This is an optimization exercise on Yosys and OpenROAD, whose aim is small area and a short achievable clock period, not a production implementation.
RTL that was checked went through simulation tests only; none was proved equivalent to the original.
The clock port is modelled as an ideal driver, which makes a skipped or thinned clock tree look cheaper than it is; a real chip needs a root buffer or a tree.
No activity file was given, so power comes from the tool's default toggle rates.

== job 101 ==
==> flow/design.v <==
module hb_task_queue_core #(
    parameter DEPTH = 16,
    parameter WIDTH = 32
)(
    input  logic clk,
    input  logic reset,                  
    input  logic push_req,
    input  logic [WIDTH-1:0] data_in,
    output logic full,
    output logic valid_out,
    output logic [WIDTH-1:0] data_out,
    input  logic pop_req,
    output logic empty                   
);
    localparam RDEPTH = DEPTH - 1;       
    logic [WIDTH-1:0] head_q;
    logic [WIDTH-1:0] slot [0:RDEPTH-1];
    logic [DEPTH-1:0] occ_lo;            
    logic             nfull_q;           
    logic [DEPTH:0]   occ;               
    logic             valid_q, full_q;   
    logic             le1_q;             
    logic             mid_q;             
    assign data_out  = head_q;
    assign valid_out = valid_q;
    assign full      = full_q;
    assign empty     = occ[0];
    assign occ       = {!nfull_q, occ_lo};
    wire push_ok = push_req && !occ[DEPTH];
    wire pop_ok  = pop_req && !occ[0];
    wire inc     = push_ok && !pop_ok;
    wire dec     = pop_ok && !push_ok;
    wire head_en = occ[0] ? push_req : pop_req;
    logic [WIDTH-1:0] head_d;
    always_comb begin
        head_d = le1_q ? data_in : '0;
        for (int j = 0; j < RDEPTH; j++)
            head_d = head_d | (occ[j+2] ? slot[j] : '0);
    end
    always_ff @(posedge clk) begin
        if (head_en)
            head_q <= head_d;
        else
            head_q <= head_q & {WIDTH{!occ[0]}};
    end
    wire shift = push_req && mid_q;
    always_ff @(posedge clk) begin
        if (shift) begin
            slot[0] <= data_in;
            for (int j = 1; j < RDEPTH; j++)
                slot[j] <= slot[j-1];
        end
    end
    logic [DEPTH:0] occ_n;
    always_comb begin
        occ_n = occ;
        if (inc)      occ_n = {occ[DEPTH-1:0], 1'b0};
        else if (dec) occ_n = {1'b0, occ[DEPTH:1]};
    end
    always_ff @(posedge clk) begin
        if (reset) begin
            occ_lo  <= {{(DEPTH-1){1'b0}}, 1'b1};
            nfull_q <= 1'b1;
            valid_q <= 1'b0;
            full_q  <= 1'b0;
            le1_q   <= 1'b1;
            mid_q   <= 1'b0;
        end else begin
            occ_lo  <= occ_n[DEPTH-1:0];
            nfull_q <= !occ_n[DEPTH];
            valid_q <= !occ_n[0];
            full_q  <= occ_n[DEPTH];
            le1_q   <= occ_n[0] | occ_n[1];
            mid_q   <= !occ_n[0] && !occ_n[DEPTH];
        end
    end
endmodule
module hb_task_distributor (
    input  logic clk,
    input  logic reset,                  
    input  logic in_valid,
    input  logic [31:0] in_data,
    output logic out_valid,
    output logic [31:0] out_data,
    input  logic consumer_ready
);
    logic buffered_valid;                
    logic buffered_empty;                
    logic [31:0] buffered_data;
    assign out_valid = buffered_valid;
    assign out_data  = buffered_data;
    always_ff @(posedge clk) begin
        if (in_valid && buffered_empty)
            buffered_data <= in_data;
        else
            buffered_data <= buffered_data & {32{!buffered_empty}};
    end
    logic valid_n;
    always_comb begin
        if (buffered_empty)
            valid_n = in_valid;
        else
            valid_n = !consumer_ready;
    end
    always_ff @(posedge clk) begin
        if (reset) begin
            buffered_valid <= 1'b0;
            buffered_empty <= 1'b1;
        end else begin
            buffered_valid <= valid_n;
            buffered_empty <= !valid_n;
        end
    end
endmodule
module hb_arbiter_banked (
    input  logic clk,
    input  logic reset,                  
    input  logic in_valid,
    input  logic [31:0] in_data,
    output logic [1:0] grant_out,
    output logic [1:0] served_bank
);
    logic rr;
    logic [1:0] grant;
    assign grant_out   = grant;
    assign served_bank = grant;
    always_ff @(posedge clk) begin
        if (reset) begin
            grant <= 2'b00;
            rr    <= 1'b0;
        end else begin
            grant <= in_valid ? (rr ? 2'b10 : 2'b01) : 2'b00;
            if (in_valid) rr <= ~rr;
        end
    end
endmodule
module hb_task_queue_top (
    input  logic        clk,
    input  logic        reset,             
    input  logic        push_req,
    input  logic [31:0] data_in,
    input  logic        pop_req,
    output logic        full,
    output logic        valid_out,
    output logic [31:0] data_out,
    input  logic        consumer_ready,
    output logic        dist_out_valid,
    output logic [31:0] dist_out_data,
    output logic [1:0]  grant_out,
    output logic [1:0]  served_bank
);
    logic q_empty;
    hb_task_queue_core #(.DEPTH(16), .WIDTH(32)) dut_queue (
        .clk(clk),
        .reset(reset),
        .push_req(push_req),
        .data_in(data_in),
        .full(full),
        .valid_out(valid_out),
        .data_out(data_out),
        .pop_req(pop_req),
        .empty(q_empty)
    );
    hb_task_distributor distributor (
        .clk(clk),
        .reset(reset),
        .in_valid(!q_empty),
        .in_data(data_out),
        .out_valid(dist_out_valid),
        .out_data(dist_out_data),
        .consumer_ready(consumer_ready)
    );
    hb_arbiter_banked arbiter (
        .clk(clk),
        .reset(reset),
        .in_valid(!q_empty),
        .in_data(data_out),
        .grant_out(grant_out),
        .served_bank(served_bank)
    );
endmodule
==> flow/config.mk <==
export PLATFORM = sky130hd
export DESIGN_NAME = hb_task_queue_top
export DESIGN_NICKNAME = hb_task_queue_top
export VERILOG_FILES = /design/flow/design.v
export SDC_FILE = /design/flow/constraint.sdc
export NUM_CORES = 4
export LEC_CHECK = 0
export CAP_MARGIN = 20
export CORE_MARGIN = 2
export CORE_UTILIZATION = 60
export PLACE_DENSITY = 0.72
export SETUP_SLACK_MARGIN = 1.9
export SLEW_MARGIN = 20
==> flow/constraint.sdc <==
create_clock -name core_clock -period 3.6 [get_ports {clk}]
set_input_delay 0.7200 -clock core_clock [delete_from_list [all_inputs] [get_ports {clk}]]
set_output_delay 0.7200 -clock core_clock [all_outputs]
set_load 0.01 [all_outputs]
standard.sh (not shown) runs the stock make flow with config.mk's settings and CLKGATE_MAP_FILE= SYNTH_SCRIPT=/design/flow/synth_recipe.tcl, a recipe that flattens the netlist after the stock synthesis.
==> flow/flow/run.sh <==
#!/bin/bash
# Own layout flow: the standard ORFS flow, with two changes:
#  - the clock tree is built by flow/pre_cts.tcl (two inverter levels) in
#    place of TritonCTS;
#  - every port gets a buf_2 as its port buffer.
# Each ORFS step writes its full log under orfs/logs/; make's own output goes
# to flow_make.log in the work folder.
set -euo pipefail
W=$(pwd)
bash standard.sh \
  PRE_CTS_TCL="$W/flow/pre_cts.tcl" \
  BUFFER_PORTS_ARGS="-buffer_cell sky130_fd_sc_hd__buf_2" \
  finish > "$W/flow_make.log" 2>&1
Other scripts of this flow, unchanged in this note and not shown: flow/flow/mtree.tcl, flow/flow/pre_cts.tcl
What job 102 does differently from job 101 at the input level:
--- a/flow/design.v
+++ b/flow/design.v
@@ -16,6 +16,4 @@
     logic [WIDTH-1:0] head_q;
     logic [WIDTH-1:0] slot [0:RDEPTH-1];
-    logic [DEPTH-1:0] occ_lo;            
-    logic             nfull_q;           
     logic [DEPTH:0]   occ;               
     logic             valid_q, full_q;   
@@ -26,5 +24,4 @@
     assign full      = full_q;
     assign empty     = occ[0];
-    assign occ       = {!nfull_q, occ_lo};
     wire push_ok = push_req && !occ[DEPTH];
     wire pop_ok  = pop_req && !occ[0];
@@ -60,6 +57,5 @@
     always_ff @(posedge clk) begin
         if (reset) begin
-            occ_lo  <= {{(DEPTH-1){1'b0}}, 1'b1};
-            nfull_q <= 1'b1;
+            occ     <= {{DEPTH{1'b0}}, 1'b1};
             valid_q <= 1'b0;
             full_q  <= 1'b0;
@@ -67,6 +63,5 @@
             mid_q   <= 1'b0;
         end else begin
-            occ_lo  <= occ_n[DEPTH-1:0];
-            nfull_q <= !occ_n[DEPTH];
+            occ     <= occ_n;
             valid_q <= !occ_n[0];
             full_q  <= occ_n[DEPTH];
==> run notes <==
- Job 102: PASS, flow complete, no timing, DRC or antenna violations
- Taking job 101 as the reference, in job 102 die area lower, post-detailed-routing wire length lower, worst setup slack higher.
- Post-synthesis instance area: lower on job 102
- Summary of job 102 over job 101: post-cts repair resize count has decreased; biggest fanout along the worst timing path fell 6.
- [compare] base=job 101 new=job 102: worst setup slack after placement fell by 57 ps; fraction of standard cell area that is sequential rose by 0.16 points.
- Between job 101 and job 102, the difference in post-synthesis share of cell area spent on full adders, half adders and majority gates is negligible.
- Looking at job 101 and job 102, the synthesized cell count is a wash.
- Of the two values seen for topmost layer with routed signal wires, met4 was produced by job 102 and met5 by job 101.
- Job 101 has higher time the worst path needs with I/O delays and setup than job 102.
- Summary: with job 101 as the reference, largest net degree at the start of global routing in job 102 moved down by more than a quarter.
Only the layout flow was run in job 101; the RTL was not checked for function there. No run of this note takes its clock network from TritonCTS; it comes from the design's own scripts or RTL.

---

hb_task_queue_top, a different RTL version from the one above (not shown whole).
Size: ~1,100 cells after synthesis.
## hb_task_queue_top
module hb_task_queue_top (
    input  logic        clk,
    input  logic        reset,             
    input  logic        push_req,
    input  logic [31:0] data_in,
    input  logic        pop_req,
    output logic        full,
    output logic        valid_out,
    output logic [31:0] data_out,
    input  logic        consumer_ready,
    output logic        dist_out_valid,
    output logic [31:0] dist_out_data,
    output logic [1:0]  grant_out,
    output logic [1:0]  served_bank
);
==> module hb_task_queue_core, before the edit <==
module hb_task_queue_core #(
    parameter DEPTH = 16,
    parameter WIDTH = 32
)(
    input  logic clk,
    input  logic reset,                  
    input  logic push_req,
    input  logic [WIDTH-1:0] data_in,
    output logic full,
    output logic valid_out,
    output logic [WIDTH-1:0] data_out,
    input  logic pop_req,
    output logic empty                   
);
    localparam RDEPTH = DEPTH - 1;       
    logic [WIDTH-1:0] head_q;
    logic [WIDTH-1:0] slot [0:RDEPTH-1];
    logic [DEPTH-1:0] occ_lo;            
    logic             nfull_q;           
    logic [DEPTH:0]   occ;               
    logic             valid_q, full_q;   
    logic             le1_q;             
    logic             mid_q;             
    assign data_out  = head_q;
    assign valid_out = valid_q;
    assign full      = full_q;
    assign empty     = occ[0];
    assign occ       = {!nfull_q, occ_lo};
    wire head_en = occ[0] || pop_req;
    logic [WIDTH-1:0] head_d;
    always_comb begin
        head_d = le1_q ? data_in : '0;
        for (int j = 0; j < RDEPTH; j++)
            head_d = head_d | (occ[j+2] ? slot[j] : '0);
    end
    always_ff @(posedge clk) begin
        if (head_en)
            head_q <= head_d;
    end
    wire shift = push_req && mid_q;
    always_ff @(posedge clk) begin
        if (shift) begin
            slot[0] <= data_in;
            for (int j = 1; j < RDEPTH; j++)
                slot[j] <= slot[j-1];
        end
    end
    logic [DEPTH:0] occ_up, occ_dn, occ_both, occ_n;
    always_comb begin
        occ_up          = {occ[DEPTH-1:0], 1'b0};
        occ_up[DEPTH]   = occ[DEPTH-1] | occ[DEPTH];
        occ_dn          = {1'b0, occ[DEPTH:1]};
        occ_dn[0]       = occ[0] | occ[1];
        occ_both        = occ;
        occ_both[0]     = 1'b0;
        occ_both[1]     = occ[0] | occ[1];
        occ_both[DEPTH-1] = occ[DEPTH-1] | occ[DEPTH];
        occ_both[DEPTH] = 1'b0;
    end
    function automatic [3:0] flags(input [DEPTH:0] o);
        flags = {!o[0], o[DEPTH], o[0] | o[1], !o[0] && !o[DEPTH]};
    endfunction
    wire [3:0] fl_hold = flags(occ);
    wire [3:0] fl_up   = flags(occ_up);
    wire [3:0] fl_dn   = flags(occ_dn);
    wire [3:0] fl_both = flags(occ_both);
    logic [3:0] fl_n;
    always_comb begin
        case ({push_req, pop_req})
            2'b10:   begin occ_n = occ_up;   fl_n = fl_up;   end
            2'b01:   begin occ_n = occ_dn;   fl_n = fl_dn;   end
            2'b11:   begin occ_n = occ_both; fl_n = fl_both; end
            default: begin occ_n = occ;      fl_n = fl_hold; end
        endcase
    end
    always_ff @(posedge clk) begin
        if (reset) begin
            occ_lo  <= {{(DEPTH-1){1'b0}}, 1'b1};
            nfull_q <= 1'b1;
            valid_q <= 1'b0;
            full_q  <= 1'b0;
            le1_q   <= 1'b1;
            mid_q   <= 1'b0;
        end else begin
            occ_lo  <= occ_n[DEPTH-1:0];
            nfull_q <= !occ_n[DEPTH];
            {valid_q, full_q, le1_q, mid_q} <= fl_n;
        end
    end
endmodule
==> flow/config.mk <==
export PLATFORM = sky130hd
export DESIGN_NAME = hb_task_queue_top
export DESIGN_NICKNAME = hb_task_queue_top
export VERILOG_FILES = /design/flow/design.v
export SDC_FILE = /design/flow/constraint.sdc
export NUM_CORES = 4
export LEC_CHECK = 0
export CAP_MARGIN = 20
export CORE_MARGIN = 2
export CORE_UTILIZATION = 60
export PLACE_DENSITY = 0.72
export SETUP_SLACK_MARGIN = 1.9
export SLEW_MARGIN = 20
==> flow/constraint.sdc <==
create_clock -name core_clock -period 3.6 [get_ports {clk}]
set_input_delay 0.7200 -clock core_clock [delete_from_list [all_inputs] [get_ports {clk}]]
set_output_delay 0.7200 -clock core_clock [all_outputs]
set_load 0.01 [all_outputs]
Scripts as last shown in full above: flow/flow/run.sh
Other scripts of this flow, unchanged in this note and not shown: flow/flow/mtree.tcl, flow/flow/pre_cts.tcl
Next try:
--- a/flow/design.v
+++ b/flow/design.v
@@ -25,9 +25,9 @@
     assign valid_out = valid_q;
     assign full      = full_q;
     assign empty     = occ[0];
     assign occ       = {!nfull_q, occ_lo};
-    wire head_en = occ[0] || pop_req;
+    wire head_en = occ[0] ? push_req : pop_req;
     logic [WIDTH-1:0] head_d;
     always_comb begin
         head_d = le1_q ? data_in : '0;
         for (int j = 0; j < RDEPTH; j++)
@@ -35,8 +35,10 @@
     end
     always_ff @(posedge clk) begin
         if (head_en)
             head_q <= head_d;
+        else
+            head_q <= head_q & {WIDTH{!occ[0]}};
     end
     wire shift = push_req && mid_q;
     always_ff @(posedge clk) begin
         if (shift) begin
The changed run passed the timing, design-rule and antenna checks.
Final cell count came out higher slightly.
Global-route usage came out higher by 0.48 points.
Routed wire length came out higher slightly.
Cell area came out lower slightly.
Via count came out higher by a few percent.
Register-to-register slack stays flat.
Area after synthesis came out lower slightly.
First-iteration DRC count came out higher by a few percent.
Total power came out lower slightly.
Maximum frequency came out higher by a few percent.
Critical path depth came out lower by 1.
Sequential share of layout area came out lower by 0.85 points.
Die area came out lower slightly.
Hold slack gains 0.0033 ns.
Function was not checked in any run of this note: the RTL went through the layout flow alone. No run of this note takes its clock network from TritonCTS; it comes from the design's own scripts or RTL.

---

Another version of the RTL of hb_task_queue_top (not shown whole).
Size in the first run: about 1100 cells after synthesis, ~580 flip-flops, about 110 I/O pins, about 20000 um^2 of cells after synthesis.
==> module hb_task_queue_core, before the edit <==
module hb_task_queue_core #(
    parameter DEPTH = 16,
    parameter WIDTH = 32
)(
    input  logic clk,
    input  logic reset,                  
    input  logic push_req,
    input  logic [WIDTH-1:0] data_in,
    output logic full,
    output logic valid_out,
    output logic [WIDTH-1:0] data_out,
    input  logic pop_req,
    output logic empty                   
);
    localparam RDEPTH = DEPTH - 1;       
    logic [WIDTH-1:0]  head_q;
    logic [WIDTH-1:0]  slot [0:RDEPTH-1];
    logic [DEPTH:0]    nocc;             
    logic [DEPTH:0]    occ;              
    logic [RDEPTH-1:0] rsel;             
    logic              valid_q, full_q;  
    logic              le1_q;            
    logic              mid_q;            
    assign data_out  = head_q;
    assign valid_out = valid_q;
    assign full      = full_q;
    assign empty     = occ[0];
    assign occ       = ~nocc;
    wire head_en = occ[0] || pop_req;
    logic [WIDTH-1:0] head_d;
    always_comb begin
        head_d = le1_q ? data_in : '0;
        for (int j = 0; j < RDEPTH; j++)
            head_d = head_d | (rsel[j] ? slot[j] : '0);
    end
    always_ff @(posedge clk) begin
        if (head_en)
            head_q <= head_d;
    end
    wire shift = push_req && mid_q;
    always_ff @(posedge clk) begin
        if (shift) begin
            slot[0] <= data_in;
            for (int j = 1; j < RDEPTH; j++)
                slot[j] <= slot[j-1];
        end
    end
    logic [DEPTH:0] occ_up, occ_dn, occ_both;
    always_comb begin
        occ_up            = {occ[DEPTH-1:0], 1'b0};
        occ_up[DEPTH]     = occ[DEPTH-1] | occ[DEPTH];
        occ_dn            = {1'b0, occ[DEPTH:1]};
        occ_dn[0]         = occ[0] | occ[1];
        occ_both          = occ;
        occ_both[0]       = 1'b0;
        occ_both[1]       = occ[0] | occ[1];
        occ_both[DEPTH-1] = occ[DEPTH-1] | occ[DEPTH];
        occ_both[DEPTH]   = 1'b0;
    end
    logic s_hold, s_push, s_pop, s_both;
    hb_req_decode decode (
        .push_req(push_req),
        .pop_req(pop_req),
        .reset(reset),
        .s_hold(s_hold),
        .s_push(s_push),
        .s_pop(s_pop),
        .s_both(s_both)
    );
    wire [DEPTH:0] occ_n = ({(DEPTH+1){s_hold}} & occ)
                         | ({(DEPTH+1){s_push}} & occ_up)
                         | ({(DEPTH+1){s_pop}}  & occ_dn)
                         | ({(DEPTH+1){s_both}} & occ_both)
                         | {{DEPTH{1'b0}}, reset};
    always_ff @(posedge clk) begin
        nocc    <= ~occ_n;
        rsel    <= occ_n[DEPTH:2];
        valid_q <= !occ_n[0];
        full_q  <= occ_n[DEPTH];
        le1_q   <= occ_n[0] | occ_n[1];
        mid_q   <= !occ_n[0] && !occ_n[DEPTH];
    end
endmodule
==> flow/config.mk <==
export PLATFORM = sky130hd
export DESIGN_NAME = hb_task_queue_top
export DESIGN_NICKNAME = hb_task_queue_top
export VERILOG_FILES = /design/flow/design.v
export SDC_FILE = /design/flow/constraint.sdc
export NUM_CORES = 4
export LEC_CHECK = 0
export CAP_MARGIN = 20
export CORE_MARGIN = 2
export CORE_UTILIZATION = 60
export PLACE_DENSITY = 0.72
export SETUP_SLACK_MARGIN = 1.9
export SLEW_MARGIN = 20
export SYNTH_HIERARCHICAL = 1
export SYNTH_MINIMUM_KEEP_SIZE = 0
==> flow/constraint.sdc <==
create_clock -name core_clock -period 3.6 [get_ports {clk}]
set_input_delay 0.7200 -clock core_clock [delete_from_list [all_inputs] [get_ports {clk}]]
set_output_delay 0.7200 -clock core_clock [all_outputs]
set_load 0.01 [all_outputs]
==> flow/flow/run.sh <==
#!/bin/bash
# Own layout flow: the standard ORFS flow, with two changes:
#  - the clock tree is built by flow/pre_cts.tcl (two inverter levels) in
#    place of TritonCTS;
#  - every port gets a buf_1 as its port buffer.
# Each ORFS step writes its full log under orfs/logs/; make's own output goes
# to flow_make.log in the work folder.
set -euo pipefail
W=$(pwd)
bash standard.sh \
  PRE_CTS_TCL="$W/flow/pre_cts.tcl" \
  BUFFER_PORTS_ARGS="-buffer_cell sky130_fd_sc_hd__buf_1" \
  finish > "$W/flow_make.log" 2>&1
Other scripts of this flow, unchanged in this note and not shown: flow/flow/mtree.tcl, flow/flow/pre_cts.tcl
The starting point produced a clean layout.
Change:
--- a/flow/design.v
+++ b/flow/design.v
@@ -12,33 +12,34 @@
     input  logic pop_req,
     output logic empty                   
 );
     localparam RDEPTH = DEPTH - 1;       
     logic [WIDTH-1:0]  head_q;
     logic [WIDTH-1:0]  slot [0:RDEPTH-1];
-    logic [DEPTH:0]    nocc;             
     logic [DEPTH:0]    occ;              
     logic [RDEPTH-1:0] rsel;             
     logic              valid_q, full_q;  
     logic              le1_q;            
     logic              mid_q;            
     assign data_out  = head_q;
     assign valid_out = valid_q;
     assign full      = full_q;
     assign empty     = occ[0];
-    assign occ       = ~nocc;
-    wire head_en = occ[0] || pop_req;
+    assign occ       = {rsel, valid_q & le1_q, !valid_q};
+    wire head_en = occ[0] ? push_req : pop_req;
     logic [WIDTH-1:0] head_d;
     always_comb begin
         head_d = le1_q ? data_in : '0;
         for (int j = 0; j < RDEPTH; j++)
             head_d = head_d | (rsel[j] ? slot[j] : '0);
     end
     always_ff @(posedge clk) begin
         if (head_en)
             head_q <= head_d;
+        else
+            head_q <= head_q & {WIDTH{!occ[0]}};
     end
     wire shift = push_req && mid_q;
     always_ff @(posedge clk) begin
         if (shift) begin
             slot[0] <= data_in;
             for (int j = 1; j < RDEPTH; j++)
@@ -70,13 +71,12 @@
     wire [DEPTH:0] occ_n = ({(DEPTH+1){s_hold}} & occ)
                          | ({(DEPTH+1){s_push}} & occ_up)
                          | ({(DEPTH+1){s_pop}}  & occ_dn)
                          | ({(DEPTH+1){s_both}} & occ_both)
                          | {{DEPTH{1'b0}}, reset};
     always_ff @(posedge clk) begin
-        nocc    <= ~occ_n;
         rsel    <= occ_n[DEPTH:2];
         valid_q <= !occ_n[0];
         full_q  <= occ_n[DEPTH];
         le1_q   <= occ_n[0] | occ_n[1];
         mid_q   <= !occ_n[0] && !occ_n[DEPTH];
     end
Area after synthesis is lower slightly.
Routed wire length increases by a few percent.
Setup slack degrades by 8.9 ps.
Final cell count goes up slightly.
Total power went down by a few percent.
Register-to-register slack stays flat.
Cell area goes down slightly.
Fmax drops slightly.
Via count increases by a few percent.
Critical path depth is unchanged.
Clock power goes down by a few percent.
First-iteration DRC count came out higher by well over a third.
Function not checked in the second run of this note: the RTL went through the layout flow alone. In every run of this note, the design's own scripts or RTL, not TritonCTS, make the clock network.

## what the ideal ports hide
The flow's constraints put no driver on any port. The routed layouts listed below were extracted and timed again, unchanged, in two steps. Step 1: set_driving_cell puts a clkbuf_16 on clk and a buf_2 on each other input, an assumption about the parent block. Step 2 moves the port delays by t, midway between the first and last clock arrival at a register: inputs arrive t later, outputs are due t later. That takes back most of the time a late clock gives input paths. Three values: no drivers, after step 1, after step 2; two values: the first two.
run | shift t [ns] | setup slack, ns | worst hold slack (ns) | worst slew at a driven data input, ns
job 101 | 0.407 | 1.853 / 1.879 / 1.605 | 0.448 / 0.449 / 0.449 | 0.08
job 102 | 0.405 | 1.873 / 1.829 / 1.658 | 0.450 / 0.450 / 0.450 | 0.09
the first run of note 2 | 0.400 | 1.827 / 1.823 / 1.588 | 0.443 / 0.443 / 0.443 | 0.07
the second run of note 2 | 0.400 | 1.910 / 1.819 / 1.663 | 0.446 / 0.447 / 0.447 | 0.07
the first run of note 3 | 0.385 | 1.906 / 1.730 / 1.684 | 0.444 / 0.444 / 0.444 | 0.07
the second run of note 3 | 0.385 | 1.897 / 1.774 / 1.644 | 0.443 / 0.444 / 0.444 | 0.08
After both steps every run listed still meets setup and hold. The setup slack of the second run of note 3, which loses most, moves by -0.123 ns with the drivers and by -0.253 ns with both steps.
